Context: an optimization exercise on an open-source flow, tuned for small area. The choices shown serve that exercise and are no tape-out recipe. At most, simulation tests tie the RTL to the original design; equivalence was not proved. No activity file was given, so power comes from the tool's default toggle rates.

// defog_top
module defog_top(
	input	clk,
	input	nrst,
	input	[7:0]	r,
	input	[7:0]	g,
	input	[7:0]	b,
	input	hsync,
	input	vsync,
	input	en,
	input	frame_done_flag,
	input	[7:0]	atmos,
	output	[7:0]	defogged_r,
	output	[7:0]	defogged_g,
	output	[7:0]	defogged_b,
	output	o_hsync,
	output	o_vsync,
	output	o_en,
	output	reg [7:0]	max_of_dark
);
reg [3:0] cnt;
wire cnt_done = cnt[3] & cnt[2];
always @(posedge clk or negedge nrst) begin
	if (!nrst)
		cnt <= 4'd0;
	else if (!cnt_done)
		cnt <= cnt + 4'd1;
end
wire p2_valid = cnt[3] | cnt[2] | cnt[1];
reg [23:0] p1, p2;
always @(posedge clk) begin
	p1 <= {r, g, b};
	p2 <= p1;
end
wire [7:0] r2 = p2[23:16];
wire [7:0] g2 = p2[15:8];
wire [7:0] b2 = p2[7:0];
wire [8:0] ar, ag, ab;
wire [7:0] dark;
assign ar[8] = 1'b1;
assign ag[8] = 1'b1;
assign ab[8] = 1'b1;
genvar k;
generate for (k = 7; k >= 0; k = k - 1) begin : gmin
	assign dark[k] = ~((ar[k+1] & ~r2[k]) | (ag[k+1] & ~g2[k]) | (ab[k+1] & ~b2[k]));
	assign ar[k] = ar[k+1] & ~(r2[k] & ~dark[k]);
	assign ag[k] = ag[k+1] & ~(g2[k] & ~dark[k]);
	assign ab[k] = ab[k+1] & ~(b2[k] & ~dark[k]);
end endgenerate
wire [8:0] gt;
assign gt[0] = 1'b0;
generate for (k = 0; k < 8; k = k + 1) begin : ggt
	assign gt[k+1] = (dark[k] & ~max_of_dark[k]) | (dark[k] & gt[k]) | (~max_of_dark[k] & gt[k]);
end endgenerate
wire dark_gt = gt[8];
always @(posedge clk or negedge nrst) begin
	if (!nrst)
		max_of_dark <= 8'd0;
	else if (frame_done_flag)
		max_of_dark <= 8'd0;
	else if (p2_valid && dark_gt)
		max_of_dark <= dark;
end
reg [4:0] qd;
always @(*) begin
	case (dark)
		8'd0: qd = 5'd0;
		8'd1: qd = 5'd0;
		8'd2: qd = 5'd0;
		8'd3: qd = 5'd0;
		8'd4: qd = 5'd0;
		8'd5: qd = 5'd0;
		8'd6: qd = 5'd0;
		8'd7: qd = 5'd0;
		8'd8: qd = 5'd0;
		8'd9: qd = 5'd0;
		8'd10: qd = 5'd0;
		8'd11: qd = 5'd0;
		8'd12: qd = 5'd0;
		8'd13: qd = 5'd0;
		8'd14: qd = 5'd0;
		8'd15: qd = 5'd0;
		8'd16: qd = 5'd0;
		8'd17: qd = 5'd0;
		8'd18: qd = 5'd0;
		8'd19: qd = 5'd0;
		8'd20: qd = 5'd0;
		8'd21: qd = 5'd0;
		8'd22: qd = 5'd0;
		8'd23: qd = 5'd1;
		8'd24: qd = 5'd1;
		8'd25: qd = 5'd1;
		8'd26: qd = 5'd1;
		8'd27: qd = 5'd1;
		8'd28: qd = 5'd1;
		8'd29: qd = 5'd1;
		8'd30: qd = 5'd1;
		8'd31: qd = 5'd1;
		8'd32: qd = 5'd1;
		8'd33: qd = 5'd1;
  ...
clock: 6.734 ns
lec_check: 0
abc_area: 1
cap_margin: 20
core_margin: 2
core_utilization: 80
gpl_timing_driven: 0
place_density: 0.85
slew_margin: 20
standard.sh (not shown) runs the stock make flow with config.mk's settings and CLKGATE_MAP_FILE= SYNTH_SCRIPT=/design/flow/synth_recipe.tcl, a recipe that flattens the netlist after the stock synthesis.
==> flow/flow/run.sh <==
#!/bin/bash
# The standard layout (standard.sh, with its synthesis unchanged), with:
# - after synthesis, the netlist between the registers is improved for area;
#   registers keep their instances, names and cell types:
#   1. flow/fapol.py flips full-adder cells (FA is self-dual) to need fewer
#      inverters,
#   2. flow/resyn.sh re-maps the gates between registers and adders with ABC
#      for area;
# - port buffers: every input and output port still gets its own buffer,
#   the small sky130_fd_sc_hd__buf_1 instead of the default choice;
# - clock tree: sinks clustered into fewer, larger clusters, no dummy loads.
# Each tool's output goes to a log of its own in this folder.
set -euo pipefail
export BUFFER_PORTS_ARGS="-buffer_cell sky130_fd_sc_hd__buf_1"
export CTS_ARGS="-sink_clustering_enable -repair_clock_nets -sink_clustering_size 18 -sink_clustering_max_diameter 50 -buf_list sky130_fd_sc_hd__clkbuf_8 -dont_use_dummy_load"
bash standard.sh synth > synth.log 2>&1
R=orfs/results/${FLOW_PLATFORM}/defog_top/base
cp $R/1_2_yosys.v yosys_netlist.v
cp yosys_netlist.v net_in.v
if python3 flow/fapol.py net_in.v fapol_netlist.v > fapol.log 2>&1; then
  cp fapol_netlist.v net_in.v
fi
if bash flow/resyn.sh net_in.v resyn_netlist.v > resyn.log 2>&1; then
  cp resyn_netlist.v net_in.v
fi
cp net_in.v $R/1_2_yosys.v
touch $R/1_2_yosys.v
bash standard.sh > layout.log 2>&1
Other scripts of this flow, unchanged in this note and not shown: flow/flow/fapol.py, flow/flow/resyn.abc, flow/flow/resyn.sh
The first run finished clean.
Then changed:
--- a/flow/flow/run.sh
+++ b/flow/flow/run.sh
@@ -13,5 +13,5 @@
 set -euo pipefail
 export BUFFER_PORTS_ARGS="-buffer_cell sky130_fd_sc_hd__buf_1"
-export CTS_ARGS="-sink_clustering_enable -repair_clock_nets -sink_clustering_size 18 -sink_clustering_max_diameter 50 -buf_list sky130_fd_sc_hd__clkbuf_8 -dont_use_dummy_load"
+export CTS_ARGS="-sink_clustering_enable -repair_clock_nets -sink_clustering_size 12 -sink_clustering_max_diameter 40 -buf_list sky130_fd_sc_hd__clkbuf_4 -dont_use_dummy_load"
 bash standard.sh synth > synth.log 2>&1
 R=orfs/results/${FLOW_PLATFORM}/defog_top/base
--- a/flow/config.mk
+++ b/flow/config.mk
@@ -9,6 +9,6 @@
 export CAP_MARGIN = 20
 export CORE_MARGIN = 2
-export CORE_UTILIZATION = 80
+export CORE_UTILIZATION = 70
 export GPL_TIMING_DRIVEN = 0
-export PLACE_DENSITY = 0.85
+export PLACE_DENSITY = 0.8
 export SLEW_MARGIN = 20
Result: Utilization is lower by 11 points. Design area stays flat. Global-route usage shrinks by 5.4 points. Power came out lower by 3.6%. First-iteration DRC count rises by 3.9%. Clock-buffer cell count grows by 14. Wire length came out lower by 12%. Sequential share of layout area increases by 0.11 points.
Then changed:
--- a/flow/flow/run.sh
+++ b/flow/flow/run.sh
@@ -13,5 +13,5 @@
 set -euo pipefail
 export BUFFER_PORTS_ARGS="-buffer_cell sky130_fd_sc_hd__buf_1"
-export CTS_ARGS="-sink_clustering_enable -repair_clock_nets -sink_clustering_size 12 -sink_clustering_max_diameter 40 -buf_list sky130_fd_sc_hd__clkbuf_4 -dont_use_dummy_load"
+export CTS_ARGS="-sink_clustering_enable -repair_clock_nets -sink_clustering_size 18 -sink_clustering_max_diameter 50 -buf_list sky130_fd_sc_hd__clkbuf_8 -dont_use_dummy_load"
 bash standard.sh synth > synth.log 2>&1
 R=orfs/results/${FLOW_PLATFORM}/defog_top/base
After rerunning: The new run produced a clean layout; area after synthesis stays the same; routed wire length grows by 0.53%; clock power went up by 10%; power rose by 1.8%; worst setup slack is worse by 0.048 ns; die area does not change.
Then changed:
--- a/flow/flow/run.sh
+++ b/flow/flow/run.sh
@@ -13,5 +13,5 @@
 set -euo pipefail
 export BUFFER_PORTS_ARGS="-buffer_cell sky130_fd_sc_hd__buf_1"
-export CTS_ARGS="-sink_clustering_enable -repair_clock_nets -sink_clustering_size 18 -sink_clustering_max_diameter 50 -buf_list sky130_fd_sc_hd__clkbuf_8 -dont_use_dummy_load"
+export CTS_ARGS="-sink_clustering_enable -repair_clock_nets -sink_clustering_size 20 -sink_clustering_max_diameter 50 -buf_list sky130_fd_sc_hd__clkbuf_8 -dont_use_dummy_load"
 bash standard.sh synth > synth.log 2>&1
 R=orfs/results/${FLOW_PLATFORM}/defog_top/base
Result: Fmax is about the same; cell area is about the same; global-route usage hardly moves; synthesized area does not change; worst setup slack improves by 0.0077 ns; worst hold slack hardly moves; count of clock-buffer cells in the layout fell by 1; routed wire length hardly moves; core utilization stays flat; critical path depth stays the same.

* * *

Another version of the RTL of defog_top (not shown whole).
Size in the first run: ~1100 cells after synthesis, ~73 I/O pins, about 13000 µm² of cells after synthesis.
export LEC_CHECK = 0
export ABC_AREA = 1
export CAP_MARGIN = 20
export CORE_MARGIN = 2
export CORE_UTILIZATION = 40
export PLACE_DENSITY = 0.6
export SLEW_MARGIN = 20
create_clock -name core_clock -period 6.734 [get_ports {clk}]
run.sh (not shown) runs the stock make flow with config.mk's settings and CLKGATE_MAP_FILE= SYNTH_SCRIPT=/design/flow/synth_recipe.tcl, a recipe that flattens the netlist after the stock synthesis.
Stock flow here: none of the scripts above is used.
The first run completed with no timing, DRC or antenna violations.
==> next run, changes <==
Settings changed: CORE_UTILIZATION 40 to 70, PLACE_DENSITY 0.6 to 0.8.
The changed run produced a clean layout.
Sequential share of layout area increases by 0.97 points.
Count of clock-buffer cells in the layout decreases by 5.
Sequential power is about the same.
Hold slack is better by 0.0039 ns.
Combinational power increases by 15%.
Wire length increases by about 20%.
==> next run, changes <==
Settings changed: CTS_BUF_LIST set to sky130_fd_sc_hd__clkbuf_8, CTS_CLUSTER_DIAMETER set to 60, CTS_CLUSTER_SIZE set to 20.
Design area came out lower by about 5%.
Sequential share of layout area came out higher by 2.4 points.
Final cell count came out lower by about 2%.
Global-route usage came out lower by 3.7 points.
Total power came out lower by 15%.
Combinational power came out lower by about 8%.
Worst hold slack gets better by 0.0094 ns.
==> next run, changes <==
Settings changed: CTS_BUF_LIST sky130_fd_sc_hd__clkbuf_8 to sky130_fd_sc_hd__clkbuf_16, CTS_CLUSTER_DIAMETER 60 to 80, CTS_CLUSTER_SIZE 20 to 30.
Outcome:
- worst setup slack is worse by 0.058 ns
- area after synthesis does not change
- critical path depth does not change
- sequential cell count is unchanged
- wire length rose slightly
- sequential share of layout area stays flat
- synthesized cell count is unchanged
- cell count goes down slightly
- die area is unchanged
No functional check of the RTL was part of any run of this note.

-- re-timing with driven ports --
Ports are ideal in the flow. The routed layouts listed here were re-timed in OpenROAD.
Step 1 assumes that a clkbuf_16 drives the clock port and a buf_2 every other input.
Step 2 times the ports against the registers' clock, not the clock port: input delays grow and output delays shrink by t, the midpoint of the rising clock arrivals with the driver on.
a / b / c = ideal / step 1 / step 2; a / b = the first two.
| run | t, ns | slack for setup (ns) | latest minus earliest clock arrival (ns) |
|---|---|---|---|
| the first run of note 1 | 0.573 | 0.257 / 0.272 / -0.295 | 0.058 / 0.058 |
| the second run of note 1 | 0.655 | 0.352 / 0.352 / -0.189 | 0.060 / 0.060 |
| the third run of note 1 | 0.571 | 0.304 / 0.304 / -0.202 | 0.066 / 0.066 |
| the fourth run of note 1 | 0.583 | 0.311 / 0.311 / -0.189 | 0.056 / 0.056 |
| the first run of note 2 | 0.554 | 0.299 / 0.283 / -0.271 | 0.018 / 0.018 |
| the second run of note 2 | 0.547 | 0.295 / 0.295 / -0.160 | 0.018 / 0.018 |
| the third run of note 2 | 0.594 | 0.275 / 0.290 / -0.304 | 0.028 / 0.028 |
| the fourth run of note 2 | 0.543 | 0.216 / 0.229 / -0.314 | 0.014 / 0.014 |
With both steps, setup timing fails in every run listed, where it was met with ideal ports. The setup slack of the third run of note 2, which loses most, moves by +0.015 ns with the drivers and by -0.579 ns with both steps.
